Source: an optimization exercise on an open RTL-to-GDS flow (aim: small area, a short achievable clock period and few clock cycles). Production flows keep margins and buffers that such runs may drop.
In this exercise RTL edits were held to simulation tests only and were not proved equivalent to the original.
No activity file was given, so power comes from the tool's default toggle rates.

==> design.v <==
module Top(
    Clk,
    Reset,
    Data_in,
    Wr_En,
    Outputs,
    Re
    );
    input wire Clk;
    input wire Reset;
    input wire Wr_En;
    input wire [3:0] Data_in;
    output wire Outputs;
    output wire Re;
    reg       wr_q;
    reg [3:0] din_q;
    always @(posedge Clk or negedge Reset)
        if (~Reset) wr_q <= 1'b0;
        else        wr_q <= Wr_En;
    always @(posedge Clk) din_q <= Data_in;
    localparam ST_WR = 2'd0, ST_HUF = 2'd1, ST_OUT = 2'd2;
    reg [1:0] st;
    reg [8:0] wc;         
    reg [1:0] ph;         
    reg       gdone;      
    reg [2:0] hs;         
    wire wactive = wr_q | (wc[8] & ~gdone);
    wire ins     = wactive & ph[1];
    wire first   = wr_q & (wc == 9'd0);
    wire [2:0] hin = wr_q ? din_q[3:1] : 3'd0;
    wire       lin = din_q[0];
    reg  [6:0] acc;
    reg  [1:0] lsb;
    wire [6:0] acc5 = {acc[4:0], 2'b00} + acc + {4'd0, hin};
    wire [9:0] grp  = {lsb[0], lsb[1], lin, acc5};
    always @(posedge Clk) begin
        if (wactive) begin
            if (ph == 2'd0) begin acc <= {4'd0, hin}; lsb[0] <= lin; end
            else            begin acc <= acc5;        lsb[1] <= lin; end
        end
    end
    localparam NG = 86;
    reg  [NG*10-1:0] ring;
    wire [9:0] slot0 = ring[9:0];
    always @(posedge Clk)
        ring <= {(ins ? grp : slot0), ring[NG*10-1:10]};
    reg [7:0] cnt  [0:9];
    reg [3:0] node [0:9];
    reg [5:0] code [0:9];
    wire [7:0] cur = cnt[din_q];
    wire [7:0] inc = cur + 8'd1;
    reg  [9:0] cand;
    reg  [3:0] vhi;
    reg  [9:0] m1, m2;
    reg  [7:0] v1, v2;
    wire [9:0] cand0 = (hs == 3'd0) ? 10'h3ff : ~m1;
    reg  [9:0] ch, cl;
    reg  [3:0] vh, vl;
    integer i, b;
    always @* begin
        ch = cand0;
        for (b = 7; b >= 4; b = b - 1) begin : eh
            reg [9:0] z;
            for (i = 0; i < 10; i = i + 1) z[i] = ch[i] & ~cnt[i][b];
            vh[b-4] = ~|z;
            if (|z) ch = z;
        end
        cl = cand;
        for (b = 3; b >= 0; b = b - 1) begin : el
            reg [9:0] z;
            for (i = 0; i < 10; i = i + 1) z[i] = cl[i] & ~cnt[i][b];
            vl[b] = ~|z;
            if (|z) cl = z;
        end
    end
    wire [9:0] pick = cl & ~(cl - 10'd1);
    function [3:0] enc;
        input [9:0] oh;
        begin
            enc[0] = oh[1] | oh[3] | oh[5] | oh[7] | oh[9];
            enc[1] = oh[2] | oh[3] | oh[6] | oh[7];
            enc[2] = oh[4] | oh[5] | oh[6] | oh[7];
            enc[3] = oh[8] | oh[9];
        end
    endfunction
    wire [3:0] m1b = enc(m1);
    wire [3:0] m2b = enc(m2);
    wire [7:0] s   = v1 + v2;
    wire       upd = (st == ST_HUF) && (hs == 3'd4) && (v2 != 8'hff);
    always @(posedge Clk) begin
        for (i = 0; i < 10; i = i + 1) begin
            if (first) begin
                cnt[i]  <= 8'd0;
                node[i] <= i;
                code[i] <= 6'd1;
            end else if (st == ST_WR && wr_q && din_q == i) begin
                cnt[i] <= inc;
            end else if (upd) begin
                if (m1[i]) cnt[i] <= 8'hff;
                else if (m2[i]) cnt[i] <= s;
                if (node[i] == m1b) begin
                    node[i] <= m2b;
                    code[i] <= {code[i][4:0], 1'b0};
                end else if (node[i] == m2b) begin
                    code[i] <= {code[i][4:0], 1'b1};
                end
            end
        end
    end
    always @(posedge Clk) begin
        if (st == ST_HUF) begin
            case (hs)
                3'd0, 3'd2: begin cand <= ch; vhi <= vh; end
                3'd1: begin m1 <= pick; v1 <= {vhi, vl}; end
                3'd3: begin m2 <= pick; v2 <= {vhi, vl}; end
                default: ;
            endcase
        end
    end
    reg [6:0] P;         
    reg [6:0] ng;        
    reg [9:0] qh, qx;    
    reg       hv, xv, h85, x85;
    reg [1:0] hidx;
    wire       attap = (P[3:0] == 4'd0);
    reg  [9:0] tap;
    always @* begin
        case (P[6:4])
            3'd0: tap = ring[  0*10 +: 10];
            3'd1: tap = ring[ 16*10 +: 10];
            3'd2: tap = ring[ 32*10 +: 10];
            3'd3: tap = ring[ 48*10 +: 10];
            3'd4: tap = ring[ 64*10 +: 10];
            default: tap = ring[ 80*10 +: 10];
        endcase
    end
    reg [8:0] hdec;
    always @* begin
        case (qh[6:0])
            7'd0: hdec = 9'b000000000;
            7'd1: hdec = 9'b000000001;
            7'd2: hdec = 9'b000000010;
            7'd3: hdec = 9'b000000011;
            7'd4: hdec = 9'b000000100;
            7'd5: hdec = 9'b000001000;
            7'd6: hdec = 9'b000001001;
            7'd7: hdec = 9'b000001010;
            7'd8: hdec = 9'b000001011;
            7'd9: hdec = 9'b000001100;
            7'd10: hdec = 9'b000010000;
            7'd11: hdec = 9'b000010001;
            7'd12: hdec = 9'b000010010;
            7'd13: hdec = 9'b000010011;
            7'd14: hdec = 9'b000010100;
            7'd15: hdec = 9'b000011000;
            7'd16: hdec = 9'b000011001;
            7'd17: hdec = 9'b000011010;
            7'd18: hdec = 9'b000011011;
            7'd19: hdec = 9'b000011100;
            7'd20: hdec = 9'b000100000;
            7'd21: hdec = 9'b000100001;
            7'd22: hdec = 9'b000100010;
            7'd23: hdec = 9'b000100011;
            7'd24: hdec = 9'b000100100;
            7'd25: hdec = 9'b001000000;
            7'd26: hdec = 9'b001000001;
            7'd27: hdec = 9'b001000010;
            7'd28: hdec = 9'b001000011;
            7'd29: hdec = 9'b001000100;
            7'd30: hdec = 9'b001001000;
            7'd31: hdec = 9'b001001001;
            7'd32: hdec = 9'b001001010;
            7'd33: hdec = 9'b001001011;
            7'd34: hdec = 9'b001001100;
            7'd35: hdec = 9'b001010000;
            7'd36: hdec = 9'b001010001;
            7'd37: hdec = 9'b001010010;
            7'd38: hdec = 9'b001010011;
            7'd39: hdec = 9'b001010100;
            7'd40: hdec = 9'b001011000;
            7'd41: hdec = 9'b001011001;
            7'd42: hdec = 9'b001011010;
            7'd43: hdec = 9'b001011011;
            7'd44: hdec = 9'b001011100;
            7'd45: hdec = 9'b001100000;
            7'd46: hdec = 9'b001100001;
            7'd47: hdec = 9'b001100010;
            7'd48: hdec = 9'b001100011;
            7'd49: hdec = 9'b001100100;
            7'd50: hdec = 9'b010000000;
            7'd51: hdec = 9'b010000001;
            7'd52: hdec = 9'b010000010;
            7'd53: hdec = 9'b010000011;
            7'd54: hdec = 9'b010000100;
            7'd55: hdec = 9'b010001000;
            7'd56: hdec = 9'b010001001;
            7'd57: hdec = 9'b010001010;
            7'd58: hdec = 9'b010001011;
            7'd59: hdec = 9'b010001100;
            7'd60: hdec = 9'b010010000;
            7'd61: hdec = 9'b010010001;
            7'd62: hdec = 9'b010010010;
            7'd63: hdec = 9'b010010011;
            7'd64: hdec = 9'b010010100;
            7'd65: hdec = 9'b010011000;
            7'd66: hdec = 9'b010011001;
            7'd67: hdec = 9'b010011010;
            7'd68: hdec = 9'b010011011;
            7'd69: hdec = 9'b010011100;
            7'd70: hdec = 9'b010100000;
            7'd71: hdec = 9'b010100001;
            7'd72: hdec = 9'b010100010;
            7'd73: hdec = 9'b010100011;
            7'd74: hdec = 9'b010100100;
            7'd75: hdec = 9'b011000000;
            7'd76: hdec = 9'b011000001;
            7'd77: hdec = 9'b011000010;
            7'd78: hdec = 9'b011000011;
            7'd79: hdec = 9'b011000100;
            7'd80: hdec = 9'b011001000;
            7'd81: hdec = 9'b011001001;
            7'd82: hdec = 9'b011001010;
            7'd83: hdec = 9'b011001011;
            7'd84: hdec = 9'b011001100;
            7'd85: hdec = 9'b011010000;
            7'd86: hdec = 9'b011010001;
            7'd87: hdec = 9'b011010010;
            7'd88: hdec = 9'b011010011;
            7'd89: hdec = 9'b011010100;
            7'd90: hdec = 9'b011011000;
            7'd91: hdec = 9'b011011001;
            7'd92: hdec = 9'b011011010;
            7'd93: hdec = 9'b011011011;
            7'd94: hdec = 9'b011011100;
            7'd95: hdec = 9'b011100000;
            7'd96: hdec = 9'b011100001;
            7'd97: hdec = 9'b011100010;
            7'd98: hdec = 9'b011100011;
            7'd99: hdec = 9'b011100100;
            7'd100: hdec = 9'b100000000;
            7'd101: hdec = 9'b100000001;
            7'd102: hdec = 9'b100000010;
            7'd103: hdec = 9'b100000011;
            7'd104: hdec = 9'b100000100;
            7'd105: hdec = 9'b100001000;
            7'd106: hdec = 9'b100001001;
            7'd107: hdec = 9'b100001010;
            7'd108: hdec = 9'b100001011;
            7'd109: hdec = 9'b100001100;
            7'd110: hdec = 9'b100010000;
            7'd111: hdec = 9'b100010001;
            7'd112: hdec = 9'b100010010;
            7'd113: hdec = 9'b100010011;
            7'd114: hdec = 9'b100010100;
            7'd115: hdec = 9'b100011000;
            7'd116: hdec = 9'b100011001;
            7'd117: hdec = 9'b100011010;
            7'd118: hdec = 9'b100011011;
            7'd119: hdec = 9'b100011100;
            7'd120: hdec = 9'b100100000;
            7'd121: hdec = 9'b100100001;
            7'd122: hdec = 9'b100100010;
            7'd123: hdec = 9'b100100011;
            7'd124: hdec = 9'b100100100;
            default: hdec = 9'b000000000;
        endcase
    end
    wire [2:0] h0 = hdec[8:6];
    wire [2:0] h1 = hdec[5:3];
    wire [2:0] h2 = hdec[2:0];
    reg [3:0] hdig;
    always @* begin
        case (hidx)
            2'd0: hdig = {h0, qh[9]};
            2'd1: hdig = {h1, qh[8]};
            default: hdig = {h2, qh[7]};
        endcase
    end
    reg [3:0] nd;
    reg       ndv, nd8;
    reg [3:0] sc;        
    reg [5:0] S;
    reg       rep;
    reg       out_r, re_r;
    assign Outputs = out_r;
    assign Re      = re_r;
    wire       sempty = (S == 6'b100000);
    wire       take   = (st == ST_OUT) && sempty && !rep && ndv;
    wire       hpop   = hv && (!ndv || take) && (sc == 4'd9) && (hidx == 2'd2 || h85);
    wire       fetch  = gdone && attap && (!xv || hpop || !hv);
    wire [5:0] c  = code[nd];
    reg  [5:0] tf;
    always @* begin
        if      (c[5]) tf = {c[4:0], 1'b1};
        else if (c[4]) tf = {c[3:0], 2'b10};
        else if (c[3]) tf = {c[2:0], 3'b100};
        else if (c[2]) tf = {c[1:0], 4'b1000};
        else if (c[1]) tf = {c[0],   5'b10000};
        else           tf = 6'b100000;
    end
    always @(posedge Clk or negedge Reset) begin
        if (~Reset) begin
            st <= ST_WR; wc <= 9'd0; ph <= 2'd0; gdone <= 1'b0; hs <= 3'd0;
            P <= 7'd0; ng <= 7'd0; hv <= 1'b0; xv <= 1'b0; h85 <= 1'b0; x85 <= 1'b0;
            hidx <= 2'd0; ndv <= 1'b0; nd8 <= 1'b0; sc <= 4'd0;
            S <= 6'b100000; rep <= 1'b0; out_r <= 1'b0; re_r <= 1'b0;
        end else begin
            if (wr_q) wc <= wc + 9'd1;
            if (wactive) ph <= ph[1] ? 2'd0 : ph + 2'd1;
            if (ins && !wr_q) begin
                gdone <= 1'b1;
                P  <= 7'd11;
                ng <= 7'd3;
            end
            if (wr_q && wc == 9'd255) st <= ST_HUF;
            if (st == ST_HUF) begin
                if (hs == 3'd4) begin
                    hs <= 3'd0;
                    if (v2 == 8'hff) st <= ST_OUT;
                end else hs <= hs + 3'd1;
            end
            if (gdone) begin
                if (fetch) begin
                    P  <= (P >= 7'd84) ? P - 7'd84 : P + 7'd2;
                    ng <= (ng == 7'd85) ? 7'd0 : ng + 7'd1;
                end else
                    P  <= (P == 7'd0) ? 7'd85 : P - 7'd1;
            end
            if (hpop || !hv) begin
                if (xv) begin
                    hv <= 1'b1; h85 <= x85; hidx <= 2'd0;
                    xv <= fetch; x85 <= (ng == 7'd85);
                end else begin
                    hv <= fetch; h85 <= (ng == 7'd85); hidx <= 2'd0;
                end
            end else if (fetch) begin
                xv <= 1'b1; x85 <= (ng == 7'd85);
            end
            if (!ndv || take) begin
                if (sc != 4'd9) begin
                    ndv <= 1'b1; nd8 <= (sc == 4'd8); sc <= sc + 4'd1;
                end else if (hv) begin
                    ndv <= 1'b1; nd8 <= 1'b0;
                    if (!hpop) hidx <= hidx + 2'd1;
                end else
                    ndv <= 1'b0;
            end
            if (!sempty) begin
                out_r <= S[5]; re_r <= 1'b1; S <= {S[4:0], 1'b0};
            end else if (rep) begin
                re_r <= 1'b1; rep <= 1'b0;
            end else begin
                re_r <= 1'b0;
                if (take) begin
                    S   <= tf;
                    rep <= nd8 && (tf != 6'b100000);
                end
            end
        end
    end
    always @(posedge Clk) begin
        if (hpop || !hv) begin
            if (xv) qh <= qx; else qh <= tap;
            if (xv) qx <= tap;
        end else if (fetch) qx <= tap;
        if (!ndv || take) begin
            if (sc != 4'd9) nd <= sc;
            else            nd <= hdig;
        end
    end
endmodule
==> run.sh <==
#!/bin/bash
# synth_recipe.tcl (not shown) runs the flow's synth.tcl, then flattens the netlist and writes it again
# the make line also repeats each setting of config.mk as NAME=value (left out here)
make -C /OpenROAD-flow-scripts/flow DESIGN_CONFIG=/design/flow/config.mk WORK_HOME=/design/flow/orfs CLKGATE_MAP_FILE= SYNTH_SCRIPT=/design/flow/synth_recipe.tcl finish
==> config.mk <==
export PLATFORM = sky130hd
export DESIGN_NAME = Top
export DESIGN_NICKNAME = Top
export VERILOG_FILES = /design/flow/design.v
export SDC_FILE = /design/flow/constraint.sdc
export NUM_CORES = 4
export LEC_CHECK = 0
export CAP_MARGIN = 20
export CORE_MARGIN = 2
export CORE_UTILIZATION = 40
export SETUP_SLACK_MARGIN = 0.5
export SLEW_MARGIN = 20
==> constraint.sdc <==
create_clock -name core_clock -period 7.0 [get_ports {Clk}]
set_input_delay 1.4000 -clock core_clock [delete_from_list [all_inputs] [get_ports {Clk}]]
set_output_delay 1.4000 -clock core_clock [all_outputs]
set_load 0.01 [all_outputs]
==> results of run 1 <==
## power groups by stage
stage / Sequential, uW / Combinational [uW] / Clock [uW]
6_report: 8650 / 1670 / 6020
5_1_grt: 8760 / 1870 / 6460
4_1_cts: 8650 / 1660 / 6180
3_5_place_dp: 8770 / 1650 / 0
3_3_place_gp: 8780 / 1640 / 0
2_1_floorplan: 8430 / 1330 / 0
## routing by layer
metal / track usage / vias to the layer above / routed length, um
met4: 0.0623 / 0 / 2580
met2: 0.254 / 771 / 34600
li1: - / 11200 / -
met3: 0.0265 / 184 / 5040
met5: 0 / - / 0
met1: 0.242 / 11000 / 37700
## cells by family (layout without fill, tap and decap cells)
kind of cell             count (synthesis)  in the layout  share of synthesized area
buffers and inverters                  200            326                     0.0216
flip-flops                            1189           1189                      0.673
multiplexers                           135            135                     0.0410
AND/OR/NAND/NOR                        806            806                     0.0978
XOR/XNOR                               112            112                     0.0265
AO/OA/AOI/OAI                          677            677                      0.122
adder cells (fa/ha/maj)                 51             51                     0.0178
## layout make-up
class / instances / share of cell area
timing repair buffer: 46 / 0.00854
multi-input combinational: 1781 / 0.270
inverter: 79 / 0.00706
clock buffer: 172 / 0.0795
sequential: 1189 / 0.590
tap: 1186 / 0.0352
clock inverter: 29 / 0.0102
## placed cells by master (no fill, tap or decap), types with 11 or more instances in the layout
cell type	count
a2111oi_0	11
a211oi_1	37
a21o_1	23
a21oi_1	162
a221oi_1	13
a22o_1	11
a22oi_1	14
a31oi_1	47
and2_1	12
and3_1	12
buf_4	38
clkbuf_1	32
clkbuf_16	116
clkbuf_8	24
clkinv_2	13
dfrtp_1	52
dfxtp_1	1053
edfxtp_1	83
ha_1	47
inv_1	74
mux2_2	30
mux2i_1	93
nand2_1	228
nand2b_1	27
nand3_1	43
nor2_1	317
nor2b_1	30
nor3_1	53
nor4_1	15
o211ai_1	31
o21ai_0	135
o221ai_1	27
o22ai_1	26
o31ai_1	11
or3_1	12
xnor2_1	84
xor2_1	24
## stage by stage
step / setup WS, ps / total power, uW / util
global route: 1250 / 17100 / 0.460
detailed placement: 1490 / 10400 / 0.419
global placement: 1480 / 10400 / 0.419
floorplan: 2920 / 9760 / -
finish: 1730 / 16300 / 0.460
CTS: 1380 / 16500 / 0.460
## final timing paths
path,endpoint,slack (ps),depth (start not counted)
setup / recovery,cand[0],1730,14
hold reg to reg,ring[33],280,0
setup reg to reg,cand[0],1730,14
hold / removal,ring[33],280,0
max in group asynchronous,P[0],5620,2
min in group asynchronous,re_r,870,2
## registers in the layout, indices dropped and copies added (netlist names), 9 cells and up
name / count
node: 40
cnt: 80
qh: 10
code: 60
m2: 10
cand: 10
hdec: 9
qx: 10
m1: 10
wc: 9
ring: 860
==> summary.txt, run 1 <==
Ys Warns - 4
Post-CTS Resized - 0
placed cells - 4281
Max Slew Vio Count - 0
DR vias - 23100
Final Cycle Share - 0.753
min Tclk post-route - 5270 ps
share of layout cells above drive strength 1 - 0.0871
Seq/Total Area, Yosys - 0.673
GRT overflow - 0
number of global-route vias before repair - 21900
initial antenna violation count - 0
Cell Area, Synth - 37000 um2
most frequent cell after synthesis - dfxtp_1
worst-path fanout max - 31
post-route ant nets - 0
first-pass GRT wire length - 126 mm
drt first-iter violations - 1993
Final Cell Area - 42200 um2
setup TNS - 0 ps
synth unique cells - 93
endpoints failing hold - 0
Setup Skew - 78.4 ps
status - complete, no violations
Worst VDD drop - 0.296 mV
cts bufs inserted - 109
R2R Path Start - hs[0]
final setup fails - 0
Yosys top cell by area - dfxtp_1
FP Rows - 111
share of the synthesized area in the top cell type - 0.570
net switching share of the total power - 0.252
PwrDens - 387 nW/um2
fin nets - 3263
hold-fix buffer count after cts - 0
P_int - 12200 uW
CP required - 7430 ps
worst slew pin tran - 1190 ps
drt first pass iters - 5
HP Start - ring[43]
startpoint types - register
Vert. Die Dim - 308 um
Layout Cells excl Fill - 4482
Placed Area - 38400 um2
routability cong. - 0.929
CTS tree - yes
clk buf depth - 3
WL per Instance - 17.8 um
H-tree depth - 3
syn_nets - 3227
Hold/Removal Path Class - register to register
Post-Synthesis Cells - 3170
net load switching power - 4110 uW
synth cell count leaders - dfxtp_1, nor2_1, nand2_1, a21oi_1, o21ai_0
fill count - 8382
WP buf/inv - 2
Die ar. - 94900 um2
total wire length - 80.0 mm
multi-input logic area - 11400 um2
# clock sinks - 1189
pin count of the biggest net entering global routing - 94
hpwl dp - 52.1 mm
FFs w/ async S/R, synth - 0.0446
Critical Path Max Stage Delay - 560 ps
Crit Path Category - register to register
Area Overhead vs Synth - 14.1%
via/cell ratio - 5.15
I/O Buffers - 8
clock share of power - 0.369
number of synthesized flops with an enable pin - 83
DRC Markers - 0
postcts setup bufs - 0
# diodes - 0
RSZ-0062 raised after global routing - false
Reg power frac - 0.529
Slowest cell on crit path - or4_1
Max-Cap Viols - 0
combinational power share - 0.102
GR Util All Layers - 0.168
FF+latch count, synth - 1189
clock latency (worst-skew pair) - 690 ps
top post-synthesis cells by area - dfxtp_1, edfxtp_1, dfrtp_1
Core ar. - 91700 um2
Fmax - 0.190 GHz
relative slew slack - 0.205
worst hold slack - 282 ps
CP Cell Sequence - inv_1 -> ha_1 -> nand2b_2 -> a21oi_1 -> or4_1 -> nor4_1 -> o21a_1 -> o221ai_2 -> o21ai_2 -> inv_2 -> o211a_1 -> or4b_1 -> nand4b_1 -> a221oi_1
clk root buf - clkbuf_16
Worst-path clk slew - 60 ps
delay-heaviest family, CP - simple AND/OR/NAND/NOR gates
I/O pin cnt - 9
Critical Path AT - 5710 ps
Crit. End Element - register
Die X - 308 um
FF/Latch Area - 24900 um2
Mean Syn Cell Area - 11.7 um2
Post-synth top flop - dfxtp_1
Critical path origin - hs[0]
initial core utilization - 0.404
leakage - 0.0165 uW
Testbench counts, summed over its fixed seeds: cycles 11,177.
==> run 2, diff against run 1 <==
--- a/design.v
+++ b/design.v
@@ -51,9 +51,11 @@
     wire [7:0] inc = cur + 8'd1;
     reg  [9:0] cand;
     reg  [3:0] vhi;
-    reg  [9:0] m1, m2;
-    reg  [7:0] v1, v2;
-    wire [9:0] cand0 = (hs == 3'd0) ? 10'h3ff : ~m1;
+    reg  [9:0] C1, C2;    
+    reg  [7:0] v1, v2;    
+    reg  [9:0] m1r, m2r;  
+    reg        multi;     
+    wire [9:0] cand0 = (hs == 3'd0) ? 10'h3ff : ~C1;
     reg  [9:0] ch, cl;
     reg  [3:0] vh, vl;
     integer i, b;
@@ -73,7 +75,18 @@
             if (|z) cl = z;
         end
     end
-    wire [9:0] pick = cl & ~(cl - 10'd1);
+    function [9:0] lowest;
+        input [9:0] x;
+        integer k;
+        reg seen;
+        begin
+            seen = 1'b0;
+            for (k = 0; k < 10; k = k + 1) begin
+                lowest[k] = x[k] & ~seen;
+                seen = seen | x[k];
+            end
+        end
+    endfunction
     function [3:0] enc;
         input [9:0] oh;
         begin
@@ -83,10 +96,16 @@
             enc[3] = oh[8] | oh[9];
         end
     endfunction
+    wire [9:0] c1lo  = lowest(C1);
+    wire [9:0] c1rest = C1 & ~c1lo;
+    wire [9:0] m1  = m1r;
+    wire [9:0] m2  = multi ? m2r : lowest(C2);
+    wire [7:0] v2e = multi ? v1 : v2;
     wire [3:0] m1b = enc(m1);
     wire [3:0] m2b = enc(m2);
-    wire [7:0] s   = v1 + v2;
-    wire       upd = (st == ST_HUF) && (hs == 3'd4) && (v2 != 8'hff);
+    wire [7:0] s   = v1 + v2e;
+    wire       hufu = (st == ST_HUF) && (hs == 3'd4);
+    wire       upd  = hufu && (v2e != 8'hff);
     always @(posedge Clk) begin
         for (i = 0; i < 10; i = i + 1) begin
             if (first) begin
@@ -111,10 +130,15 @@
         if (st == ST_HUF) begin
             case (hs)
                 3'd0, 3'd2: begin cand <= ch; vhi <= vh; end
-                3'd1: begin m1 <= pick; v1 <= {vhi, vl}; end
-                3'd3: begin m2 <= pick; v2 <= {vhi, vl}; end
+                3'd1: begin C1 <= cl; v1 <= {vhi, vl}; end
+                3'd3: begin C2 <= cl; v2 <= {vhi, vl}; end
                 default: ;
             endcase
+            if (hs == 3'd2) begin
+                m1r   <= c1lo;
+                m2r   <= lowest(c1rest);
+                multi <= |c1rest;
+            end
         end
     end
     reg [6:0] P;         
@@ -316,8 +340,10 @@
             if (st == ST_HUF) begin
                 if (hs == 3'd4) begin
                     hs <= 3'd0;
-                    if (v2 == 8'hff) st <= ST_OUT;
-                end else hs <= hs + 3'd1;
+                    if (v2e == 8'hff) st <= ST_OUT;
+                end else if (hs == 3'd2 && (|c1rest))
+                    hs <= 3'd4;
+                else hs <= hs + 3'd1;
             end
             if (gdone) begin
                 if (fetch) begin
--- a/config.mk
+++ b/config.mk
@@ -8,5 +8,5 @@
 export CAP_MARGIN = 20
 export CORE_MARGIN = 2
 export CORE_UTILIZATION = 40
-export SETUP_SLACK_MARGIN = 0.5
+export SETUP_SLACK_MARGIN = 3.5
 export SLEW_MARGIN = 20
==> run 2 against run 1 <==
Compared with the run above:
- worst setup slack improved by 1000 ps
- routed wire length is 16% higher
- clock-buffer cell count shrank 5
- maximum frequency is 25% higher
- register-to-register slack better by 1000 ps
- first-iteration DRC count up 14%
- sequential power shrank 2%
- sequential cell count up 20
- clock power is 3% higher
- final cell count up 6.2%
- hold slack better by 25 ps
==> summary.txt, run 2 <==
drt first pass iters - 6
min Tclk post-route - 4230 ps
pin count of the biggest net entering global routing - 92
I/O Buffers - 8
Final Cycle Share - 0.604
Post-synth top flop - dfxtp_1
R2R cell count - 15
Hold/Removal Path Class - register to register
clk root buf - clkbuf_16
Largest Register - ring
CP required - 7500 ps
grt met1 use - 0.259
Worst-path clk slew - 70 ps
Worst VDD drop - 0.297 mV
status - complete, no violations
Die ar. - 97700 um2
DRC Markers - 0
hold-fix buffer count after cts - 0
Seq/Total Area, Yosys - 0.670
top post-synthesis cells by area - dfxtp_1, edfxtp_1, dfrtp_1
DR vias - 25100
gr busiest metal - met2
hpwl dp - 57.4 mm
syn_nets - 3310
synth cell count leaders - dfxtp_1, nor2_1, nand2_1, o21ai_0, a21oi_1
Max Slew Vio Count - 0
Ys Warns - 4
most frequent cell after synthesis - dfxtp_1
Die X - 313 um
Post-Synthesis Cells - 3253
endpoints failing hold - 0
setup TNS - 0 ps
max reg flops - 860
GR Util All Layers - 0.184
commonest non-fill, non-tap cells in the layout - dfxtp_1, nor2_1, nand2_1
cts bufs inserted - 108
FP Rows - 113
FFs w/ async S/R, synth - 0.0438
Yosys top cell by area - dfxtp_1
final setup fails - 0
Crit. End Element - register
placed cells - 4434
startpoint types - register
GRT overflow - 0
number of synthesized flops with an enable pin - 103
M2 GR Usage - 0.275
routability cong. - 0.976
fin nets - 3460
M3 GR Usage - 0.0390
worst slew pin tran - 1170 ps
number of global-route vias before repair - 23800
CTS tree - yes
share of the synthesized area in the top cell type - 0.554
leakage - 0.0183 uW
post-route ant nets - 0
biggest regs - ring (860), cnt (80), code (60)
Core ar. - 94700 um2
H-tree depth - 3
drt first-iter violations - 2265
PwrDens - 363 nW/um2
Crit Path Category - register to register
via/cell ratio - 5.28
Fmax - 0.236 GHz
initial core utilization - 0.402
first-pass GRT wire length - 141 mm
Setup Skew - 47.5 ps
share of layout cells above drive strength 1 - 0.161
Mean Syn Cell Area - 11.7 um2
# clock sinks - 1209
commonest non-fill, non-tap cell in the layout - dfxtp_1
fill count - 8534
Max-Cap Viols - 0
Vert. Die Dim - 313 um
total wire length - 92.6 mm
initial antenna violation count - 1
WL per Instance - 19.4 um
I/O pin cnt - 9
worst-path fanout max - 6
Critical Path AT - 4730 ps
clock latency (worst-skew pair) - 700 ps
RSZ-0062 raised after global routing - true
Hold Path Depth - 0
relative slew slack - 0.221
clk buf depth - 3
Area Overhead vs Synth - 19.6%
Layout Cells excl Fill - 4760
synth unique cells - 91
Cell Area, Synth - 38100 um2
FF+latch count, synth - 1209
## run 2: metal layers
metal / share of wire / up-vias
met4: 0.045 / 0
met2: 0.43 / 1034
met1: 0.45 / 12000
met3: 0.077 / 307
met5: 0 / -
li1: - / 11800
## run 2: kinds of logic (layout without fill, tap and decap cells)
| group | Yosys count | count (layout) | synth area share |
|---|---|---|---|
| and+or+nand+nor | 834 | 839 | 0.101 |
| AOI/OAI and AO/OA | 682 | 683 | 0.119 |
| buffers and inverters | 202 | 436 | 0.0205 |
| adders and majority gates | 51 | 51 | 0.0173 |
| muxes | 167 | 168 | 0.0478 |
| other | 0 | 1 | 0 |
| DFF | 1209 | 1209 | 0.670 |
| xor gates and xnor gates | 108 | 108 | 0.0248 |
## run 2: path summary, 6_finish.rpt
kind	endpoint	slack (ps)	from
worst max-delay path	cand[5]	2770	hs[0]
worst min-delay path	ring[801]	310	ring[811]
worst max register to register	cand[5]	2770	hs[0]
worst min register to register	ring[801]	310	ring[811]
max in group asynchronous	P[5]	5520	Reset
min in group asynchronous	ph[1]	880	Reset
## run 2: stage by stage
step                      instance area, um2  setup slack [ps]   util  total power, uW  hold slack [ps]
after floorplan                        38200              3080      -             9510              310
after global placement                 39700              2100  0.419            10200              310
after detailed placement               39700              2020  0.419            10200              312
after CTS                              44500              2820  0.469            16500              309
after global routing                   45600              2660  0.481            17200              324
final                                  45600              2770  0.481            16500              307
## run 2: worst max-delay path, cell delays in order (launching register included)
cell and delay [ps]:
dfrtp_1 360, inv_2 70, ha_4 190, nand2b_4 140, a21oi_2 100, or4_4 570
or3_4 450, a221o_1 330, o211ai_2 100, a311oi_4 160, buf_6 200, o211ai_1 280
o32ai_2 150, or4_4 640, buf_4 180, o22ai_4 120
## run 2: final cells by class
| type | instances | area (um2) | area share |
|---|---|---|---|
| multi-input combinational | 1849 | 12900 | 0.284 |
| clock buffer | 167 | 3350 | 0.0736 |
| tap | 1265 | 1580 | 0.0347 |
| timing repair buffer | 164 | 1370 | 0.0301 |
| sequential | 1209 | 25500 | 0.560 |
| clock inverter | 34 | 497 | 0.0109 |
| inverter | 71 | 282 | 0.00618 |
| antenna | 1 | 2.50 | 0.0000549 |
## run 2: what timing repair did
| item | 4_1_cts | 5_1_grt |
|---|---|---|
| pin swaps | 33 | 36 |
| buffers inserted | 46 | 69 |
| setup endpoints to repair | 181 | 145 |
| gates resized for setup | 109 | 105 |
| cloned | 8 | 1 |
## run 2: power by group
group / internal, uW / switching, uW / total, uW / leakage [uW]
Clock: 3590 / 2600 / 6190 / 0.00188
Sequential: 7900 / 586 / 8490 / 0.0102
Combinational: 807 / 1050 / 1860 / 0.00627
Testbench counts of run 2, summed over its fixed seeds: cycles 11,169.
==> run 3, diff against run 2 <==
--- a/config.mk
+++ b/config.mk
@@ -5,8 +5,9 @@
 export SDC_FILE = /design/flow/constraint.sdc
 export NUM_CORES = 4
 export LEC_CHECK = 0
+export ABC_CLOCK_PERIOD_IN_PS = 3000
 export CAP_MARGIN = 20
 export CORE_MARGIN = 2
 export CORE_UTILIZATION = 40
-export SETUP_SLACK_MARGIN = 3.5
+export SETUP_SLACK_MARGIN = 4.0
 export SLEW_MARGIN = 20
==> run 3 against run 2 <==
Compared with the run above:
- worst setup slack improved by 130 ps
- synthesized area did not move
- sequential power barely moved
- sequential cell count did not move
- die area did not move
- still clean on timing, DRC and antenna
- core utilization rose by 2.5 points
- highest routed layer is now met5
==> summary.txt, run 3 <==
Hold/Removal Path Class - register to register
clk root buf - clkbuf_16
top post-synthesis cells by area - dfxtp_1, edfxtp_1, dfrtp_1
setup TNS - 0 ps
relative slew slack - 0.259
HP Start - ring[820]
Max-Cap Viols - 0
commonest non-fill, non-tap cell in the layout - dfxtp_1
syn_nets - 3310
min Tclk post-route - 4100 ps
Vert. Die Dim - 313 um
Layout Cells excl Fill - 4868
Worst-path clk slew - 70 ps
worst reg2reg endpoint - cand[9]
RSZ-0062 raised after global routing - true
Mean Syn Cell Area - 11.7 um2
Crit. End Element - register
PwrDens - 351 nW/um2
worst-path fanout max - 8
Cell Area, Synth - 38100 um2
Seq/Total Area, Yosys - 0.670
number of synthesized flops with an enable pin - 103
I/O pin cnt - 9
WL per Instance - 19.9 um
Max Slew Vio Count - 0
endpoints failing hold - 0
clock latency (worst-skew pair) - 720 ps
via/cell ratio - 5.30
worst hold slack - 301 ps
Die X - 313 um
Largest Register - ring
multi-input logic area - 14100 um2
DRC Markers - 0
worst slew pin tran - 1110 ps
startpoint types - register
H-tree depth - 3
leakage - 0.0193 uW
Setup Skew - 64.6 ps
CP required - 7550 ps
hold worst-path end - ring[810]
# diodes - 0
fin util - 0.506
most frequent cell after synthesis - dfxtp_1
max reg flops - 860
initial core utilization - 0.402
share of layout cells above drive strength 1 - 0.232
fin nets - 3563
Crit Path Category - register to register
Final Cycle Share - 0.586
GRT overflow - 0
clk buf depth - 3
reg-to-reg slack, setup - 2900 ps
first-pass GRT wire length - 146 mm
Worst VDD drop - 0.287 mV
# clock sinks - 1209
total wire length - 96.7 mm
cts bufs inserted - 111
pin count of the biggest net entering global routing - 83
Hold Path Depth - 0
initial antenna violation count - 3
DR vias - 25800
Post-synth top flop - dfxtp_1
Post-Synthesis Cells - 3253
Final Cell Area - 47900 um2
post-route ant nets - 0
share of the synthesized area in the top cell type - 0.554
Critical Path AT - 4660 ps
drt first-iter violations - 2282
GR Util All Layers - 0.191
FP Rows - 113
I/O Buffers - 8
Yosys top cell by area - dfxtp_1
hold-fix buffer count after cts - 0
final setup fails - 0
R2R Path Start - C1[9]
Fmax - 0.244 GHz
synth unique cells - 91
fill count - 8214
commonest non-fill, non-tap cells in the layout - dfxtp_1, nor2_1, nand2_1
status - complete, no violations
FF+latch count, synth - 1209
hpwl dp - 56.7 mm
FF/Latch Area - 25500 um2
Placed Area - 39900 um2
synth cell count leaders - dfxtp_1, nor2_1, nand2_1, o21ai_0, a21oi_1
number of global-route vias before repair - 24800
R2R cell count - 11
CTS tree - yes
Core ar. - 94700 um2
Area Overhead vs Synth - 25.8%
biggest regs - ring (860), cnt (80), code (60)
Ys Warns - 4
routability cong. - 0.942
drt first pass iters - 6
Die ar. - 97700 um2
FFs w/ async S/R, synth - 0.0438
placed cells - 4429
==> run 3: changes by cell type in the layout (fill, tap and decap cells not counted), sizes merged, moves of 2 or more <==
cell | previous run | this run
buf | 155 | 250
clkinv | 21 | 38
clkbuf | 168 | 156
clkinvlp | 2 | 8
inv | 75 | 70
bufinv | 7 | 10
clkdlybuf4s50 | 7 | 5
dlygate4sd2 | 0 | 2
==> run 3: worst max-delay path, stage by stage, from the launching register on <==
cell      delay [ps]
edfxtp_1         660
a21oi_1          170
or4_4            530
or3_4            450
a221o_1          350
o211ai_4         140
a311oi_4         180
o211ai_1         340
o32ai_2          160
or4_4            620
buf_4            180
o22ai_4          130
==> run 3: timing repair <==
item | CTS | global route
endpoints found under the hold margin | 0 | 0
endpoints found under the setup margin | 264 | 191
resized for setup | 267 | 182
buffers inserted | 130 | 81
pin swaps | 95 | 104
cloned | 11 | 7
==> run 3: per-stage QoR <==
step,worst slack (ps),total power (uW)
floorplan,3080,9540
CTS,2890,16800
global route,2810,17500
global placement,2130,10200
detailed placement,2100,10200
finish,2900,16800
==> run 3: cell type report <==
type                    instances  share of cell area
flip-flops and latches       1209               0.533
clock buffers                 155              0.0682
multi-input cells            1853               0.295
clock inverters                55              0.0142
inverters                      71             0.00622
repair buffers                260              0.0500
well taps                    1265              0.0330
==> run 3: report_power, final <==
| part | switching (uW) | internal [uW] | total (uW) |
|---|---|---|---|
| Combinational | 1120 | 873 | 2000 |
| Sequential | 591 | 7900 | 8490 |
| Clock | 2650 | 3660 | 6320 |
==> run 3: worst max path at each step <==
stage,start,to,slack [ps],cells after the start
after global placement,hs[0],cand[6],2130,13
after floorplan,hs[0],cand[1],3080,16
after detailed placement,hs[0],cand[6],2100,13
final,C1[9],cand[9],2900,11
after CTS,hs[0],cand[6],2890,13
after global routing,hs[0],cand[5],2810,14
==> run 3: cell families after synthesis <==
family                   after synthesis  share of synthesized area
adder cells (fa/ha/maj)               51                     0.0173
multiplexers                         167                     0.0478
AND/OR/NAND/NOR                      834                      0.101
buffers and inverters                202                     0.0205
XOR/XNOR                             108                     0.0248
flip-flops                          1209                      0.670
AO/OA/AOI/OAI                        682                      0.119
==> run 3: per-layer routing <==
metal / part of all wire / global-route usage
met5: 0.00028 / 0
met1: 0.44 / 0.266
met4: 0.045 / 0.0856
met3: 0.075 / 0.0375
met2: 0.44 / 0.289
==> run 4, diff against run 3 <==
--- a/design.v
+++ b/design.v
@@ -23,7 +23,7 @@
     reg [8:0] wc;         
     reg [1:0] ph;         
     reg       gdone;      
-    reg [2:0] hs;         
+    reg [3:0] hs;         
     wire wactive = wr_q | (wc[8] & ~gdone);
     wire ins     = wactive & ph[1];
     wire first   = wr_q & (wc == 9'd0);
@@ -50,31 +50,35 @@
     wire [7:0] cur = cnt[din_q];
     wire [7:0] inc = cur + 8'd1;
     reg  [9:0] cand;
-    reg  [3:0] vhi;
     reg  [9:0] C1, C2;    
     reg  [7:0] v1, v2;    
     reg  [9:0] m1r, m2r;  
     reg        multi;     
-    wire [9:0] cand0 = (hs == 3'd0) ? 10'h3ff : ~C1;
-    reg  [9:0] ch, cl;
-    reg  [3:0] vh, vl;
-    integer i, b;
+    wire [9:0] cand0 = hs[2] ? ~C1 : 10'h3ff;
+    wire [9:0] cin   = (hs[1:0] == 2'd0) ? cand0 : cand;
+    reg  [9:0] ce;
+    reg  [1:0] ve;
+    reg  [5:0] vacc;
+    reg  [9:0] bh, bl;    
+    integer i;
     always @* begin
-        ch = cand0;
-        for (b = 7; b >= 4; b = b - 1) begin : eh
-            reg [9:0] z;
-            for (i = 0; i < 10; i = i + 1) z[i] = ch[i] & ~cnt[i][b];
-            vh[b-4] = ~|z;
-            if (|z) ch = z;
-        end
-        cl = cand;
-        for (b = 3; b >= 0; b = b - 1) begin : el
-            reg [9:0] z;
-            for (i = 0; i < 10; i = i + 1) z[i] = cl[i] & ~cnt[i][b];
-            vl[b] = ~|z;
-            if (|z) cl = z;
+        for (i = 0; i < 10; i = i + 1) begin
+            case (hs[1:0])
+                2'd0: begin bh[i] = cnt[i][7]; bl[i] = cnt[i][6]; end
+                2'd1: begin bh[i] = cnt[i][5]; bl[i] = cnt[i][4]; end
+                2'd2: begin bh[i] = cnt[i][3]; bl[i] = cnt[i][2]; end
+                default: begin bh[i] = cnt[i][1]; bl[i] = cnt[i][0]; end
+            endcase
         end
     end
+    wire [9:0] zh  = cin & ~bh;
+    wire [9:0] c1s = (|zh) ? zh : cin;
+    wire [9:0] zl  = c1s & ~bl;
+    always @* begin
+        ve[1] = ~|zh;
+        ve[0] = ~|zl;
+        ce    = (|zl) ? zl : c1s;
+    end
     function [9:0] lowest;
         input [9:0] x;
         integer k;
@@ -104,7 +108,7 @@
     wire [3:0] m1b = enc(m1);
     wire [3:0] m2b = enc(m2);
     wire [7:0] s   = v1 + v2e;
-    wire       hufu = (st == ST_HUF) && (hs == 3'd4);
+    wire       hufu = (st == ST_HUF) && (hs == 4'd8);
     wire       upd  = hufu && (v2e != 8'hff);
     always @(posedge Clk) begin
         for (i = 0; i < 10; i = i + 1) begin
@@ -128,13 +132,11 @@
     end
     always @(posedge Clk) begin
         if (st == ST_HUF) begin
-            case (hs)
-                3'd0, 3'd2: begin cand <= ch; vhi <= vh; end
-                3'd1: begin C1 <= cl; v1 <= {vhi, vl}; end
-                3'd3: begin C2 <= cl; v2 <= {vhi, vl}; end
-                default: ;
-            endcase
-            if (hs == 3'd2) begin
+            cand <= ce;
+            vacc <= {vacc[3:0], ve};
+            if (hs == 4'd3) begin C1 <= ce; v1 <= {vacc, ve}; end
+            if (hs == 4'd7) begin C2 <= ce; v2 <= {vacc, ve}; end
+            if (hs == 4'd4) begin
                 m1r   <= c1lo;
                 m2r   <= lowest(c1rest);
                 multi <= |c1rest;
@@ -324,7 +326,7 @@
     end
     always @(posedge Clk or negedge Reset) begin
         if (~Reset) begin
-            st <= ST_WR; wc <= 9'd0; ph <= 2'd0; gdone <= 1'b0; hs <= 3'd0;
+            st <= ST_WR; wc <= 9'd0; ph <= 2'd0; gdone <= 1'b0; hs <= 4'd0;
             P <= 7'd0; ng <= 7'd0; hv <= 1'b0; xv <= 1'b0; h85 <= 1'b0; x85 <= 1'b0;
             hidx <= 2'd0; ndv <= 1'b0; nd8 <= 1'b0; sc <= 4'd0;
             S <= 6'b100000; rep <= 1'b0; out_r <= 1'b0; re_r <= 1'b0;
@@ -338,12 +340,12 @@
             end
             if (wr_q && wc == 9'd255) st <= ST_HUF;
             if (st == ST_HUF) begin
-                if (hs == 3'd4) begin
-                    hs <= 3'd0;
+                if (hs == 4'd8) begin
+                    hs <= 4'd0;
                     if (v2e == 8'hff) st <= ST_OUT;
-                end else if (hs == 3'd2 && (|c1rest))
-                    hs <= 3'd4;
-                else hs <= hs + 3'd1;
+                end else if (hs == 4'd4 && (|c1rest))
+                    hs <= 4'd8;
+                else hs <= hs + 4'd1;
             end
             if (gdone) begin
                 if (fetch) begin
==> run 4 against run 3 <==
Compared with the run above:
- total power down 0.18%
- maximum frequency is 22% higher
- clock-buffer cell count up 3
- still clean
- combinational power barely moved
- core utilization shrank 1.4 points
- critical endpoint is now C2[0]
- clock skew fell by 13 ps
- clock power fell by 5.4%
- register-to-register slack improved by 730 ps
- hold slack improved by 13 ps
==> summary.txt, run 4 <==
hpwl dp - 52.0 mm
post-route ant nets - 0
PwrDens - 359 nW/um2
Critical Path Max Stage Delay - 720 ps
total wire length - 88.4 mm
FFs w/ async S/R, synth - 0.0446
leakage - 0.0184 uW
Max-Cap Viols - 0
Hold/Removal Path Class - register to register
Cell Area, Synth - 38200 um2
I/O pin cnt - 9
Power Total - 16800 uW
max reg flops - 860
fin nets - 3503
status - complete, no violations
Crit. End Element - register
pin count of the biggest net entering global routing - 85
WL per Instance - 18.4 um
synth cell count leaders - dfxtp_1, nand2_1, nor2_1, o21ai_0, a21oi_1
setup TNS - 0 ps
clock share of power - 0.356
commonest non-fill, non-tap cells in the layout - dfxtp_1, nand2_1, buf_4
DR vias - 24900
syn_nets - 3298
drt first pass iters - 9
synth unique cells - 91
WP buf/inv - 1
Crit Path Category - register to register
Core ar. - 94900 um2
delay-heaviest family, CP - compound AO/OA/AOI/OAI gates
Reg power frac - 0.524
GRT overflow - 0
min Tclk post-route - 3370 ps
Setup Skew - 51.3 ps
clock latency (worst-skew pair) - 690 ps
I/O Buffers - 8
Final Cell Area - 46700 um2
Placed Area - 39600 um2
Final Cycle Share - 0.482
Vert. Die Dim - 313 um
fill count - 8217
Area Overhead vs Synth - 22.2%
Fmax - 0.296 GHz
# diodes - 0
startpoint types - register
drt first-iter violations - 2599
commonest non-fill, non-tap cell in the layout - dfxtp_1
Ys Warns - 4
H-tree depth - 3
CP required - 7490 ps
via/cell ratio - 5.17
CP Cell Sequence - buf_4 -> ha_4 -> a222oi_1 -> nand2b_1 -> o311ai_0 -> or4_4 -> a311o_1 -> nand4_4 -> a221oi_4
Worst-path clk slew - 70 ps
routability cong. - 0.910
CTS tree - yes
initial core utilization - 0.403
cts bufs inserted - 108
Slowest cell on crit path - a222oi_1
top post-synthesis cells by area - dfxtp_1, edfxtp_1, dfrtp_1
biggest regs - ring (860), cnt (80), code (60)
Die ar. - 98000 um2
number of synthesized flops with an enable pin - 105
first-pass GRT wire length - 135 mm
most frequent cell after synthesis - dfxtp_1
number of global-route vias before repair - 23400
P_int - 12500 uW
initial antenna violation count - 1
relative slew slack - 0.330
combinational power share - 0.119
endpoints failing hold - 0
share of the synthesized area in the top cell type - 0.552
worst slew pin tran - 1000 ps
reg-to-reg slack, setup - 3630 ps
RSZ-0062 raised after global routing - true
share of layout cells above drive strength 1 - 0.200
Die X - 313 um
FF+latch count, synth - 1212
Mean Syn Cell Area - 11.8 um2
net switching share of the total power - 0.257
net load switching power - 4310 uW
Largest Register - ring
hold-fix buffer count after cts - 0
GR Util All Layers - 0.172
FP Rows - 113
Yosys top cell by area - dfxtp_1
final setup fails - 0
clk root buf - clkbuf_16
DRC Markers - 0
Post-synth top flop - dfxtp_1
Max Slew Vio Count - 0
Post-Synthesis Cells - 3241
Seq/Total Area, Yosys - 0.670
Critical Path AT - 3860 ps
worst-path fanout max - 20
Worst VDD drop - 0.322 mV
clk buf depth - 3
# clock sinks - 1212
==> run 4: worst register-to-register path, delay by kind of cell, from the launching register on <==
kind | cells | cell delay [ps]
DFF | 1 | 420
and+or+nand+nor | 3 | 730
buffers and inverters | 1 | 170
adders and majority gates | 1 | 270
AOI/OAI and AO/OA | 4 | 1590
==> run 4: power groups by stage <==
stage,sequential (uW),clock (uW),combinational (uW)
3_3_place_gp,8910,0,1630
6_report,8790,5980,2000
4_1_cts,8790,6130,1860
3_5_place_dp,8920,0,1660
5_1_grt,8910,6410,2190
2_1_floorplan,8640,0,1300
==> run 4: through the flow <==
step                       util  hold WS [ps]  setup slack (ps)  cells
final                     0.492           314              3630   4806
after global routing      0.492           322              3620   4806
after CTS                 0.475           314              3700   4710
after detailed placement  0.418           312              2360   4392
after global placement    0.418           310              2390   4392
after floorplan               -           310              4000   3241
==> run 4: kinds of logic after synthesis <==
| family | count (synthesis) | share of synthesized area |
|---|---|---|
| DFF | 1212 | 0.670 |
| xor gates and xnor gates | 113 | 0.0259 |
| adders and majority gates | 54 | 0.0180 |
| AOI/OAI and AO/OA | 681 | 0.118 |
| buffers and inverters | 243 | 0.0261 |
| muxes | 165 | 0.0472 |
| and+or+nand+nor | 773 | 0.0946 |
==> run 4: routing by layer <==
layer / wire length, um / GRT usage
met4: 3320 / 0.0661
met3: 5570 / 0.0297
met1: 40700 / 0.243
met5: 0 / 0
met2: 38800 / 0.264
==> run 4: final cells by class <==
cell class                 instances  area [um2]  share of cell area
clock inverter                    47         536              0.0115
clock buffer                     158        3160              0.0676
inverter                          78         333             0.00713
tap                             1265        1580              0.0339
timing repair inverter             3        21.3            0.000456
multi-input combinational       1789       13000               0.279
timing repair buffer             254        2430              0.0521
sequential                      1212       25600               0.548
==> run 4: what timing repair did <==
action,CTS,global route
pin swaps,38,75
resized for setup,160,190
cloned,7,9
setup buffers,106,87
setup endpoints to repair,255,188
==> run 4: path summary, 6_finish.rpt <==
path	from	endpoint	cells past startpoint
min	ring[141]	ring[131]	0
max reg2reg	hs[1]	C2[0]	9
min reg2reg	ring[141]	ring[131]	0
max in group asynchronous	Reset	xv	2
max	hs[1]	C2[0]	9
min in group asynchronous	Reset	ph[0]	2
Testbench counts of run 4, summed over its fixed seeds: cycles 11,455.
==> run 5, diff against run 4 <==
--- a/design.v
+++ b/design.v
@@ -23,7 +23,7 @@
     reg [8:0] wc;         
     reg [1:0] ph;         
     reg       gdone;      
-    reg [3:0] hs;         
+    reg [2:0] hs;         
     wire wactive = wr_q | (wc[8] & ~gdone);
     wire ins     = wactive & ph[1];
     wire first   = wr_q & (wc == 9'd0);
@@ -45,20 +45,10 @@
     always @(posedge Clk)
         ring <= {(ins ? grp : slot0), ring[NG*10-1:10]};
     reg [7:0] cnt  [0:9];
-    reg [3:0] node [0:9];
-    reg [5:0] code [0:9];
     wire [7:0] cur = cnt[din_q];
     wire [7:0] inc = cur + 8'd1;
-    reg  [9:0] cand;
-    reg  [9:0] C1, C2;    
+    reg  [9:0] A, W, B;
     reg  [7:0] v1, v2;    
-    reg  [9:0] m1r, m2r;  
-    reg        multi;     
-    wire [9:0] cand0 = hs[2] ? ~C1 : 10'h3ff;
-    wire [9:0] cin   = (hs[1:0] == 2'd0) ? cand0 : cand;
-    reg  [9:0] ce;
-    reg  [1:0] ve;
-    reg  [5:0] vacc;
     reg  [9:0] bh, bl;    
     integer i;
     always @* begin
@@ -71,13 +61,51 @@
             endcase
         end
     end
-    wire [9:0] zh  = cin & ~bh;
-    wire [9:0] c1s = (|zh) ? zh : cin;
-    wire [9:0] zl  = c1s & ~bl;
-    always @* begin
-        ve[1] = ~|zh;
-        ve[0] = ~|zl;
-        ce    = (|zl) ? zl : c1s;
+    function two;    
+        input [9:0] x;
+        integer k;
+        reg seen;
+        begin
+            two = 1'b0; seen = 1'b0;
+            for (k = 0; k < 10; k = k + 1) begin
+                two = two | (x[k] & seen);
+                seen = seen | x[k];
+            end
+        end
+    endfunction
+    function [31:0] step;
+        input [9:0] a, w, bb, x;
+        reg [9:0] z, zb, an, wn, bn;
+        reg b1, b2;
+        begin
+            an = a; wn = w; bn = bb;
+            if (w == 10'd0) begin
+                z = a & ~x;
+                if (two(z)) begin an = z; b1 = 1'b0; b2 = 1'b0; end
+                else if (|z) begin wn = z; bn = a & x; b1 = 1'b0; b2 = 1'b1; end
+                else begin b1 = 1'b1; b2 = 1'b1; end
+            end else begin
+                zb = bb & ~x;
+                if (|zb) bn = zb;
+                b1 = |(w & x);
+                b2 = ~|zb;
+            end
+            step = {an, wn, bn, b1, b2};
+        end
+    endfunction
+    wire        s0   = (hs[1:0] == 2'd0);
+    wire [9:0]  Ai   = s0 ? 10'h3ff : A;
+    wire [9:0]  Wi   = s0 ? 10'h000 : W;
+    wire [31:0] r1   = step(Ai, Wi, B, bh);
+    wire [31:0] r2   = step(r1[31:22], r1[21:12], r1[11:2], bl);
+    always @(posedge Clk) begin
+        if (st == ST_HUF && !hs[2]) begin
+            A  <= r2[31:22];
+            W  <= r2[21:12];
+            B  <= r2[11:2];
+            v1 <= {v1[5:0], r1[1], r2[1]};
+            v2 <= {v2[5:0], r1[0], r2[0]};
+        end
     end
     function [9:0] lowest;
         input [9:0] x;
@@ -100,49 +128,73 @@
             enc[3] = oh[8] | oh[9];
         end
     endfunction
-    wire [9:0] c1lo  = lowest(C1);
-    wire [9:0] c1rest = C1 & ~c1lo;
-    wire [9:0] m1  = m1r;
-    wire [9:0] m2  = multi ? m2r : lowest(C2);
-    wire [7:0] v2e = multi ? v1 : v2;
-    wire [3:0] m1b = enc(m1);
+    wire       wz  = (W == 10'd0);
+    wire [9:0] alo = lowest(A);
+    wire [9:0] m1  = wz ? alo : W;
+    wire [9:0] m2  = lowest(wz ? (A & ~alo) : B);
     wire [3:0] m2b = enc(m2);
-    wire [7:0] s   = v1 + v2e;
-    wire       hufu = (st == ST_HUF) && (hs == 4'd8);
-    wire       upd  = hufu && (v2e != 8'hff);
+    wire [7:0] s   = v1 + v2;
+    wire       hufu = (st == ST_HUF) && hs[2];
+    wire       upd  = hufu && (v2 != 8'hff);
     always @(posedge Clk) begin
         for (i = 0; i < 10; i = i + 1) begin
             if (first) begin
                 cnt[i]  <= 8'd0;
-                node[i] <= i;
-                code[i] <= 6'd1;
             end else if (st == ST_WR && wr_q && din_q == i) begin
                 cnt[i] <= inc;
             end else if (upd) begin
                 if (m1[i]) cnt[i] <= 8'hff;
                 else if (m2[i]) cnt[i] <= s;
-                if (node[i] == m1b) begin
-                    node[i] <= m2b;
-                    code[i] <= {code[i][4:0], 1'b0};
-                end else if (node[i] == m2b) begin
-                    code[i] <= {code[i][4:0], 1'b1};
-                end
             end
         end
     end
-    always @(posedge Clk) begin
-        if (st == ST_HUF) begin
-            cand <= ce;
-            vacc <= {vacc[3:0], ve};
-            if (hs == 4'd3) begin C1 <= ce; v1 <= {vacc, ve}; end
-            if (hs == 4'd7) begin C2 <= ce; v2 <= {vacc, ve}; end
-            if (hs == 4'd4) begin
-                m1r   <= c1lo;
-                m2r   <= lowest(c1rest);
-                multi <= |c1rest;
+    reg  [99:0] ncr;
+    reg  [3:0]  rot;
+    reg         pa_v, pb_v;
+    reg  [3:0]  pa_n, pb_n, pa_1, pa_2, pb_1, pb_2;
+    wire [3:0]  m1b = enc(m1);
+    function [9:0] apply;
+        input [9:0] e;
+        input [3:0] a1, a2;
+        begin
+            if (e[9:6] == a1)      apply = {a2, e[4:0], 1'b0};
+            else if (e[9:6] == a2) apply = {e[9:6], e[4:0], 1'b1};
+            else                   apply = e;
+        end
+    endfunction
+    wire [9:0] ea = pa_v ? apply(ncr[9:0], pa_1, pa_2) : ncr[9:0];
+    wire [9:0] eb = pb_v ? apply(ea, pb_1, pb_2) : ea;
+    wire       ncinit = wr_q && (wc < 9'd10);
+    always @(posedge Clk)
+        ncr <= {(ncinit ? {rot, 6'd1} : eb), ncr[99:10]};
+    wire pa_last = pa_v && (pa_n == 4'd1);
+    wire pb_last = pb_v && (pb_n == 4'd1);
+    always @(posedge Clk or negedge Reset) begin
+        if (~Reset) begin
+            rot <= 4'd0;
+            pa_v <= 1'b0; pb_v <= 1'b0;
+            pa_n <= 4'd0; pb_n <= 4'd0;
+            pa_1 <= 4'd0; pa_2 <= 4'd0; pb_1 <= 4'd0; pb_2 <= 4'd0;
+        end else begin
+            rot <= (rot == 4'd9) ? 4'd0 : rot + 4'd1;
+            if (!pa_v || pa_last) begin
+                if (pb_v && !pb_last) begin
+                    pa_v <= 1'b1; pa_n <= pb_n - 4'd1; pa_1 <= pb_1; pa_2 <= pb_2;
+                    pb_v <= upd; pb_n <= 4'd10; pb_1 <= m1b; pb_2 <= m2b;
+                end else begin
+                    pa_v <= upd; pa_n <= 4'd10; pa_1 <= m1b; pa_2 <= m2b;
+                    pb_v <= 1'b0;
+                end
+            end else begin
+                pa_n <= pa_n - 4'd1;
+                if (pb_v && !pb_last) pb_n <= pb_n - 4'd1;
+                else begin
+                    pb_v <= upd; pb_n <= 4'd10; pb_1 <= m1b; pb_2 <= m2b;
+                end
             end
         end
     end
+    wire ncbusy = pa_v | pb_v;
     reg [6:0] P;         
     reg [6:0] ng;        
     reg [9:0] qh, qx;    
@@ -311,10 +363,16 @@
     assign Outputs = out_r;
     assign Re      = re_r;
     wire       sempty = (S == 6'b100000);
-    wire       take   = (st == ST_OUT) && sempty && !rep && ndv;
+    wire       take   = (st == ST_OUT) && !ncbusy && sempty && !rep && ndv;
     wire       hpop   = hv && (!ndv || take) && (sc == 4'd9) && (hidx == 2'd2 || h85);
     wire       fetch  = gdone && attap && (!xv || hpop || !hv);
-    wire [5:0] c  = code[nd];
+    wire [4:0] pd = {1'b0, nd} + 5'd10 - {1'b0, rot};
+    wire [3:0] pos = (pd >= 5'd10) ? pd - 5'd10 : pd[3:0];
+    reg  [5:0] c;
+    always @* begin
+        c = 6'd0;
+        for (i = 0; i < 10; i = i + 1) if (pos == i) c = ncr[10*i +: 6];
+    end
     reg  [5:0] tf;
     always @* begin
         if      (c[5]) tf = {c[4:0], 1'b1};
@@ -326,7 +384,7 @@
     end
     always @(posedge Clk or negedge Reset) begin
         if (~Reset) begin
-            st <= ST_WR; wc <= 9'd0; ph <= 2'd0; gdone <= 1'b0; hs <= 4'd0;
+            st <= ST_WR; wc <= 9'd0; ph <= 2'd0; gdone <= 1'b0; hs <= 3'd0;
             P <= 7'd0; ng <= 7'd0; hv <= 1'b0; xv <= 1'b0; h85 <= 1'b0; x85 <= 1'b0;
             hidx <= 2'd0; ndv <= 1'b0; nd8 <= 1'b0; sc <= 4'd0;
             S <= 6'b100000; rep <= 1'b0; out_r <= 1'b0; re_r <= 1'b0;
@@ -340,12 +398,10 @@
             end
             if (wr_q && wc == 9'd255) st <= ST_HUF;
             if (st == ST_HUF) begin
-                if (hs == 4'd8) begin
-                    hs <= 4'd0;
-                    if (v2e == 8'hff) st <= ST_OUT;
-                end else if (hs == 4'd4 && (|c1rest))
-                    hs <= 4'd8;
-                else hs <= hs + 4'd1;
+                if (hs[2]) begin
+                    hs <= 3'd0;
+                    if (v2 == 8'hff) st <= ST_OUT;
+                end else hs <= hs + 3'd1;
             end
             if (gdone) begin
                 if (fetch) begin
--- a/config.mk
+++ b/config.mk
@@ -9,5 +9,8 @@
 export CAP_MARGIN = 20
 export CORE_MARGIN = 2
 export CORE_UTILIZATION = 40
+export CTS_BUF_LIST = sky130_fd_sc_hd__clkbuf_8 sky130_fd_sc_hd__clkbuf_16
+export CTS_CLUSTER_DIAMETER = 50
+export CTS_CLUSTER_SIZE = 18
 export SETUP_SLACK_MARGIN = 4.0
 export SLEW_MARGIN = 20
==> run 5 against run 4 <==
Compared with the run above:
- sequential cell count increased by 3
- critical endpoint is now B[9]
- worst setup slack got worse by 950 ps
- clock skew shrank 1.7 ps
- non-clock buffer count grew 68
- critical path depth increased by 9
- still clean on timing, DRC and antenna
- first-iteration DRC count is 2.5% higher
- clock-buffer cell count is 42 lower
- maximum frequency decreased by 22%
- die area is 0.49% lower
- hold slack got worse by 1.1 ps
==> summary.txt, run 5 <==
Post-Synthesis Cells - 3221
worst-path fanout max - 7
worst slew pin tran - 1190 ps
synth cell count leaders - dfxtp_1, nor2_1, nand2_1, a21oi_1, o21ai_0
DR vias - 26300
Slowest cell on crit path - a222oi_1
cts bufs inserted - 106
top post-synthesis cells by area - dfxtp_1, edfxtp_1, dfrtp_1
share of the synthesized area in the top cell type - 0.555
max reg flops - 860
FFs w/ async S/R, synth - 0.0683
I/O Buffers - 8
FF+latch count, synth - 1215
relative slew slack - 0.205
leakage - 0.0190 uW
biggest regs - ring (860), ncr (100), cnt (80)
routability cong. - 0.994
clock latency (worst-skew pair) - 700 ps
Fmax - 0.231 GHz
clk buf depth - 3
Worst VDD drop - 0.206 mV
startpoint types - register
FP Rows - 113
clk root buf - clkbuf_16
DRC Markers - 0
GR Util All Layers - 0.196
Die ar. - 97500 um2
Power Total - 16400 uW
Cell Area, Synth - 38000 um2
CTS tree - yes
Critical path origin - hs[1]
Placed Area - 39900 um2
Core ar. - 94600 um2
via/cell ratio - 5.41
Max-Cap Viols - 0
most used cell, CP - buf_4
CP required - 7520 ps
gr busiest metal - met2
Seq/Total Area, Yosys - 0.672
Area Overhead vs Synth - 26.1%
hpwl dp - 61.1 mm
M3 GR Usage - 0.0422
H-tree depth - 3
Critical Path Max Stage Delay - 490 ps
# diodes - 0
placed cells - 4411
WP buf/inv - 6
Crit Path Category - register to register
setup TNS - 0 ps
# clock sinks - 1215
M2 GR Usage - 0.290
initial antenna violation count - 0
Largest Register - ring
worst hold slack - 313 ps
final setup fails - 0
status - complete, no violations
grt met1 use - 0.280
synth unique cells - 99
Layout Cells excl Fill - 4872
PwrDens - 343 nW/um2
first-pass GRT wire length - 150 mm
drt first-iter violations - 2664
Max Slew Vio Count - 0
share of layout cells above drive strength 1 - 0.245
post-route ant nets - 0
min Tclk post-route - 4330 ps
initial core utilization - 0.402
number of global-route vias before repair - 24800
fin nets - 3608
Final Cycle Share - 0.618
Crit. End Element - register
Post-synth top flop - dfxtp_1
I/O pin cnt - 9
Ys Warns - 2
Hold/Removal Path Class - register to register
Mean Syn Cell Area - 11.8 um2
Yosys top cell by area - dfxtp_1
Final Cell Area - 47900 um2
WL per Instance - 20.3 um
pin count of the biggest net entering global routing - 81
commonest non-fill, non-tap cells in the layout - dfxtp_1, buf_4, nand2_1
CP Cell Sequence - inv_4 -> ha_4 -> buf_12 -> buf_6 -> a222oi_1 -> buf_4 -> mux2i_1 -> buf_4 -> o22ai_1 -> nor3b_1 -> nand4_1 -> buf_4 -> nand2_1 -> a211oi_1 -> a21oi_1 -> o31a_4 -> a22oi_1 -> mux2_2
RSZ-0062 raised after global routing - true
R2R Path Start - hs[1]
commonest non-fill, non-tap cell in the layout - dfxtp_1
syn_nets - 3291
Critical Path AT - 4850 ps
endpoints failing hold - 0
GRT overflow - 0
number of synthesized flops with an enable pin - 79
total wire length - 98.8 mm
Setup Skew - 49.7 ps
HP Start - ring[390]
most frequent cell after synthesis - dfxtp_1
Die X - 312 um
Vert. Die Dim - 312 um
delay-heaviest family, CP - compound AO/OA/AOI/OAI gates
Worst-path clk slew - 70 ps
drt first pass iters - 9
[run 5: cell count changes after synthesis, sizes merged, moves of 26 or more]
cell | before | now
mux2i | 127 | 67
xnor2 | 82 | 42
nor2 | 180 | 244
o22ai | 56 | 25
a21oi | 130 | 193
dfrtp | 53 | 82
edfxtp | 105 | 79
nand2 | 297 | 243
[run 5: final timing paths]
kind | end | slack [ps] | depth (start not counted)
min in group asynchronous | out_r | 710 | 1
setup / recovery | B[9] | 2670 | 18
hold reg to reg | ring[380] | 310 | 0
max in group asynchronous | pa_v | 5230 | 2
hold / removal | ring[380] | 310 | 0
setup reg to reg | B[9] | 2670 | 18
[run 5: timing repair]
| action | in CTS | in global routing |
|---|---|---|
| setup buffers | 181 | 84 |
| pin swaps | 92 | 83 |
| resized for setup | 275 | 180 |
| endpoints found under the setup margin | 166 | 144 |
| hold buffers | 0 | 0 |
| cloned | 14 | 4 |
[run 5: metal layers]
metal / vias up / routed length (um)
met1: 12700 / 43700
met2: 1245 / 42300
met5: - / 0
met3: 316 / 8270
met4: 0 / 4480
li1: 12100 / -
[run 5: cells by family (layout without fill, tap and decap cells)]
| group | count (synthesis) | count (layout) | synth area share |
|---|---|---|---|
| XOR/XNOR | 67 | 67 | 0.0156 |
| multiplexers | 129 | 130 | 0.0411 |
| flip-flops | 1215 | 1215 | 0.672 |
| AO/OA/AOI/OAI | 758 | 760 | 0.132 |
| adder cells (fa/ha/maj) | 70 | 70 | 0.0234 |
| buffers and inverters | 220 | 600 | 0.0230 |
| AND/OR/NAND/NOR | 762 | 765 | 0.0929 |
[run 5: report_power, final]
group          switching, uW  internal, uW  total (uW)
combinational           1020           841        1860
sequential               609          8180        8790
clock                   2700          3070        5770
[run 5: cell type report]
cell class | instances | area [um2]
clock inverter | 61 | 649
multi-input combinational | 1792 | 13800
clock buffer | 116 | 2850
timing repair buffer | 322 | 3080
sequential | 1215 | 25600
timing repair inverter | 3 | 22.5
tap | 1265 | 1580
fill | 8130 | 46700
inverter | 98 | 434
[run 5: worst reg2reg max path: stages, from the launching register on]
cell	delay (ps)
dfrtp_2	410
inv_4	60
ha_4	180
buf_12	140
buf_6	130
a222oi_1	490
buf_4	220
mux2i_1	80
buf_4	180
o22ai_1	190
nor3b_1	100
nand4_1	120
buf_4	180
nand2_1	90
a211oi_1	470
a21oi_1	250
o31a_4	470
a22oi_1	230
mux2_2	180
[run 5: through the flow]
step                       util  setup WS [ps]
after global placement    0.422           1520
after floorplan               -           2870
after detailed placement  0.422           1320
final                     0.507           2670
after CTS                 0.490           2730
after global routing      0.507           2600
Testbench counts of run 5, summed over its fixed seeds: cycles 11,224.

what the ideal ports hide:
No port has a modelled driver above. Below, the same layouts with a new extraction and two added sets of constraints. Step 1 (the two cells are an assumption about what drives the block):
set clk [get_ports {Clk}]
set_driving_cell -lib_cell sky130_fd_sc_hd__clkbuf_16 $clk
set_driving_cell -lib_cell sky130_fd_sc_hd__buf_2 [delete_from_list [all_inputs] $clk]
Step 2, shift: input delay + t, output delay - t, t = (earliest + latest rising clock arrival at the registers) / 2. This alone moves slack from input paths to output paths. Three values: no drivers, after step 1, after step 2; two values: the first two.
| run | t, ns | slack for setup (ns) | clock arrival spread, ns | worst register clock-pin slew, ns |
|---|---|---|---|---|
| run 1 | 0.712 | 1.728 / 1.728 / 1.728 | 0.079 / 0.078 | 0.07 / 0.07 |
| run 2 | 0.742 | 2.769 / 2.769 / 2.769 | 0.048 / 0.049 | 0.07 / 0.07 |
| run 3 | 0.754 | 2.897 / 2.897 / 2.897 | 0.071 / 0.070 | 0.07 / 0.07 |
| run 4 | 0.733 | 3.627 / 3.627 / 3.627 | 0.056 / 0.056 | 0.07 / 0.07 |
| run 5 | 0.732 | 2.673 / 2.673 / 2.673 | 0.058 / 0.057 | 0.08 / 0.08 |
After both steps setup and hold are still met in every run listed.
